This is an optimization exercise on Yosys and OpenROAD, whose aim is small area, not a production implementation.
In this exercise RTL edits were held to simulation tests only and were not proved equivalent to the original.
No driver is modelled on the clock port, so clocking that relies on it looks cheaper here than on a real chip.

## power
module power #(
    parameter DATA_WIDTH = 32
)(
    input  wire                     clk,
    input  wire                     reset_n,
    input  wire                     s_valid,
    input  wire  [DATA_WIDTH-1:0]   s_data,
    output wire                     s_ready,
    input  wire                     m_ready,
    output wire                     m_valid,
    output wire  [63:0]             m_data
);
export LEC_CHECK = 0
export CAP_MARGIN = 20
export CORE_MARGIN = 2
export CORE_UTILIZATION = 40
export CTS_BUF_LIST = sky130_fd_sc_hd__clkbuf_8
export CTS_CLUSTER_DIAMETER = 150
export CTS_CLUSTER_SIZE = 40
export SLEW_MARGIN = 20
export SYNTH_HIERARCHICAL = 1
create_clock -name core_clock -period 11.0 [get_ports {clk}]
standard.sh (not shown) runs the stock make flow with config.mk's settings and CLKGATE_MAP_FILE= SYNTH_SCRIPT=/design/flow/synth_recipe.tcl, a recipe that flattens the netlist after the stock synthesis.
==> flow/flow/run.sh <==
#!/bin/bash
# The standard layout, with one change: the port buffers that global
# placement inserts are buf_1 cells (buffer_ports picks clkdlybuf4s50_1 on
# its own).  Everything else, synthesis included, is standard.sh's.
set -euo pipefail
bash standard.sh 'BUFFER_PORTS_ARGS=-buffer_cell sky130_fd_sc_hd__buf_1' finish > standard_flow.log 2>&1
The first run went through all stages and came out clean.
Rerun with:
==> flow/flow/run.sh (replaced) <==
#!/bin/bash
# The standard layout (standard.sh, its synthesis unchanged), with these
# changes after synthesis:
#  - the port buffers that global placement inserts are buf_1 cells
#    (buffer_ports picks clkdlybuf4s50_1 on its own);
#  - clock tree synthesis inserts no dummy loads (its arguments are ORFS's
#    own, with the buffer list of config.mk, plus -dont_use_dummy_load);
set -euo pipefail
bash standard.sh 'BUFFER_PORTS_ARGS=-buffer_cell sky130_fd_sc_hd__buf_1' \
  'CTS_ARGS=-sink_clustering_enable -repair_clock_nets -buf_list sky130_fd_sc_hd__clkbuf_8 -dont_use_dummy_load' \
  PRE_GLOBAL_PLACE_TCL="$PWD/flow/unbuffer.tcl" \
  finish > standard_flow.log 2>&1
==> flow/flow/unbuffer.tcl (new file) <==
# Global placement runs without timing-driven mode here, which would skip
# ORFS's removal of the buffers that synthesis (abc) inserted: remove them.
remove_buffers
Settings changed: CTS_CLUSTER_DIAMETER 150 to default, CTS_CLUSTER_SIZE 40 to default, GPL_TIMING_DRIVEN from default to 0.
Worst setup slack gets worse by 0.12 ns.
Final area rises by about 4%.
Utilization rises by 1.6 points.
Flip-flop and latch count is unchanged.
Via count rises by about 0.7%.
Hold slack gets better by 0.0047 ns.
Rerun with:
==> flow/flow/run.sh (replaced) <==
#!/bin/bash
# The standard layout (standard.sh, its synthesis unchanged), with two
# changes after synthesis:
#  - the port buffers that global placement inserts are buf_1 cells
#    (buffer_ports picks clkdlybuf4s50_1 on its own);
#  - clock tree synthesis inserts no dummy loads (its arguments are ORFS's
#    own, with the buffer list of config.mk, plus -dont_use_dummy_load).
set -euo pipefail
bash standard.sh 'BUFFER_PORTS_ARGS=-buffer_cell sky130_fd_sc_hd__buf_1' \
  'CTS_ARGS=-sink_clustering_enable -repair_clock_nets -buf_list sky130_fd_sc_hd__clkbuf_8 -dont_use_dummy_load' \
  finish > standard_flow.log 2>&1
Settings changed: GPL_TIMING_DRIVEN 0 to default.
removed: flow/flow/unbuffer.tcl
Critical path depth increases by 1.
Sequential share of layout area increases by 0.23 points.
Worst setup slack improves by 0.15 ns.
Rerun with:
==> flow/flow/run.sh (replaced) <==
#!/bin/bash
# The standard layout (standard.sh, its synthesis unchanged), with two
# changes after synthesis:
#  - the port buffers that global placement inserts are buf_1 cells
#    (buffer_ports picks clkdlybuf4s50_1 on its own);
#  - the resizer may not use buffers larger than buf_2 (flow/dontuse.tcl,
#    sourced at the start of each layout step).
set -euo pipefail
bash standard.sh synth > standard_synth.log 2>&1
H="$PWD/flow/dontuse.tcl"
bash standard.sh 'BUFFER_PORTS_ARGS=-buffer_cell sky130_fd_sc_hd__buf_1' \
  PRE_FLOORPLAN_TCL="$H" PRE_GLOBAL_PLACE_TCL="$H" PRE_RESIZE_TCL="$H" \
  PRE_DETAIL_PLACE_TCL="$H" PRE_CTS_TCL="$H" PRE_GLOBAL_ROUTE_TCL="$H" \
  PRE_REPAIR_TIMING_POST_PLACE_TCL="$H" PRE_DETAIL_ROUTE_TCL="$H" \
  finish > standard_flow.log 2>&1
==> flow/flow/dontuse.tcl (new file) <==
# Keep the resizer to small buffers: it otherwise splits the fanout of the
# registers with buf_4 cells, where buf_1/buf_2 do.
set_dont_use {sky130_fd_sc_hd__buf_4 sky130_fd_sc_hd__buf_6 sky130_fd_sc_hd__buf_8 sky130_fd_sc_hd__buf_12 sky130_fd_sc_hd__buf_16}
What happened:
- The changed run completed without violations
- critical path depth does not change
- routed wire length barely changes
- hold slack improves by 0.0064 ns
- count of clock-buffer cells in the layout stays the same
- synthesized cell count is unchanged
- die area does not change
- fmax shrinks by about 1.1%
Rerun with:
==> flow/run.sh (new file) <==
#!/bin/bash
# synth_recipe.tcl (not shown) runs the flow's synth.tcl, then flattens the netlist and writes it again
# the make line also repeats each setting of config.mk as NAME=value (left out here)
make -C /OpenROAD-flow-scripts/flow DESIGN_CONFIG=/design/flow/config.mk WORK_HOME=/design/flow/orfs CLKGATE_MAP_FILE= SYNTH_SCRIPT=/design/flow/synth_recipe.tcl finish
Settings changed: CTS_BUF_LIST sky130_fd_sc_hd__clkbuf_8 to default.
removed: flow/flow/run.sh
removed: flow/flow/dontuse.tcl
removed: flow/standard.sh
=>
- The new run went through all stages and came out clean
- die area stays the same
- cell area climbs by 0.36%
- maximum frequency is higher by 0.91%
- worst hold slack got worse by 0.0068 ns
- worst setup slack improved by 0.096 ns
- synthesized cell count is unchanged
Rerun with:
==> flow/flow/run.sh (new file) <==
#!/bin/bash
# The standard layout, with one change: the port buffers that global
# placement inserts are buf_1 cells (buffer_ports picks clkdlybuf4s50_1 on
# its own).  Everything else, synthesis included, is standard.sh's.
set -euo pipefail
bash standard.sh 'BUFFER_PORTS_ARGS=-buffer_cell sky130_fd_sc_hd__buf_1' finish > standard_flow.log 2>&1
==> flow/standard.sh (new file) <==
#!/bin/bash
# synth_recipe.tcl (not shown) runs the flow's synth.tcl, then flattens the netlist and writes it again
# the make line also repeats each setting of config.mk as NAME=value (left out here)
make -C /OpenROAD-flow-scripts/flow DESIGN_CONFIG=/design/flow/config.mk WORK_HOME=/design/flow/orfs CLKGATE_MAP_FILE= SYNTH_SCRIPT=/design/flow/synth_recipe.tcl "${@:-finish}"
Settings changed: CTS_BUF_LIST from default to sky130_fd_sc_hd__clkbuf_8.
removed: flow/run.sh
Die area is unchanged.
Synthesized cell count stays the same.
Area after synthesis is unchanged.
Count of clock-buffer cells in the layout fell by 1.
Sequential cell count is unchanged.
Core utilization went down by 0.71 points.
Setup slack is worse by 0.0081 ns.

Setup of the baseline:
power again, from the RTL that the note above started with.
// power
module power #(
    parameter DATA_WIDTH = 32
)(
    input  wire                     clk,
    input  wire                     reset_n,
    input  wire                     s_valid,
    input  wire  [DATA_WIDTH-1:0]   s_data,
    output wire                     s_ready,
    input  wire                     m_ready,
    output wire                     m_valid,
    output wire  [63:0]             m_data
);
==> flow/config.mk <==
export PLATFORM = sky130hd
export DESIGN_NAME = power
export DESIGN_NICKNAME = power
export VERILOG_FILES = /design/flow/design.v
export SDC_FILE = /design/flow/constraint.sdc
export NUM_CORES = 4
export LEC_CHECK = 0
export CAP_MARGIN = 20
export CORE_MARGIN = 2
export CORE_UTILIZATION = 40
export CTS_BUF_LIST = sky130_fd_sc_hd__clkbuf_8
export SLEW_MARGIN = 20
export SYNTH_HIERARCHICAL = 1
==> flow/constraint.sdc <==
create_clock -name core_clock -period 11.0 [get_ports {clk}]
set_input_delay 2.2000 -clock core_clock [delete_from_list [all_inputs] [get_ports {clk}]]
set_output_delay 2.2000 -clock core_clock [all_outputs]
set_load 0.01 [all_outputs]
==> flow/flow/run.sh <==
#!/bin/bash
# The standard layout (standard.sh, its synthesis unchanged), with two
# changes after synthesis:
#  - the port buffers that global placement inserts are buf_1 cells
#    (buffer_ports picks clkdlybuf4s50_1 on its own);
#  - clock tree synthesis inserts no dummy loads (its arguments are ORFS's
#    own, with the buffer list of config.mk, plus -dont_use_dummy_load).
set -euo pipefail
bash standard.sh 'BUFFER_PORTS_ARGS=-buffer_cell sky130_fd_sc_hd__buf_1' \
  'CTS_ARGS=-sink_clustering_enable -repair_clock_nets -buf_list sky130_fd_sc_hd__clkbuf_8 -sink_clustering_size 30 -sink_clustering_max_diameter 100 -dont_use_dummy_load' \
  finish > standard_flow.log 2>&1
The final layout from the baseline, which completed every stage, passed the timing, design-rule and antenna checks at the end of the flow.
## Diff of input files: the candidate against the baseline
# the baseline
export LEC_CHECK = 0
export CAP_MARGIN = 20
export CORE_MARGIN = 2
export CORE_UTILIZATION = 40
export CTS_BUF_LIST = sky130_fd_sc_hd__clkbuf_8
export SLEW_MARGIN = 20
export SYNTH_HIERARCHICAL = 1
create_clock -name core_clock -period 11.0 [get_ports {clk}]
# the candidate
export LEC_CHECK = 0
export CAP_MARGIN = 20
export CORE_MARGIN = 2
export CORE_UTILIZATION = 40
export SLEW_MARGIN = 20
export SYNTH_HIERARCHICAL = 1
create_clock -name core_clock -period 11.0 [get_ports {clk}]
==> flow/flow/run.sh <==
#!/bin/bash
# The standard layout, with one change: the port buffers that global
# placement inserts are buf_1 cells (buffer_ports picks clkdlybuf4s50_1 on
# its own).  Everything else, synthesis included, is standard.sh's.
set -euo pipefail
bash standard.sh 'BUFFER_PORTS_ARGS=-buffer_cell sky130_fd_sc_hd__buf_1' finish > standard_flow.log 2>&1
Findings:
- Run comparison: the candidate start point of the critical path r_x4[2]; the baseline start point of the critical path r_x4[7]
- Summary of the candidate over the baseline: net total in the final layout stayed essentially flat, global-route wire length before repair held, register-to-register slack +0.13 ns, shortest clock period the worst path allows after layout went down 0.032 ns.
- The candidate -> the baseline: clock sink total delta 0, exact match
- Number of antenna violations at the first check in global routing: the candidate vs the baseline down 2
- Compared with the baseline, in the candidate fraction of standard cell area that is sequential level.

[separate check: timing with driven ports]
Ports are ideal in the flow. The routed layouts listed here were re-timed in OpenROAD. Step 1 assumes that a clkbuf_16 drives the clock port and a buf_2 every other input. Step 2 adds t to the input delays and takes it off the output delays; t is the mean of the earliest and latest rising clock arrival at the registers after step 1. Input paths then give back, and output paths get back, about the clock's delay inside the block. a / b / c = ideal ports / drivers / drivers and shift; a / b = the first two.
| run | t (ns) | setup slack, ns | slew at the worst register clock pin (ns) |
|---|---|---|---|
| the first run of note 1 | 0.611 | 0.439 / 0.366 / 0.977 | 0.10 / 0.10 |
| the second run of note 1 | 0.612 | 0.324 / 0.259 / 0.871 | 0.11 / 0.11 |
| the third run of note 1 | 0.597 | 0.474 / 0.400 / 0.996 | 0.09 / 0.09 |
| the fourth run of note 1 | 0.619 | 0.351 / 0.276 / 0.894 | 0.10 / 0.10 |
| the fifth run of note 1 | 0.548 | 0.448 / 0.370 / 0.918 | 0.07 / 0.07 |
| the sixth run of note 1 | 0.611 | 0.439 / 0.366 / 0.977 | 0.10 / 0.10 |
| the baseline | 0.597 | 0.474 / 0.400 / 0.996 | 0.09 / 0.09 |
| the candidate | 0.559 | 0.505 / 0.427 / 0.987 | 0.08 / 0.08 |
After both steps setup and hold are still met in every run listed.
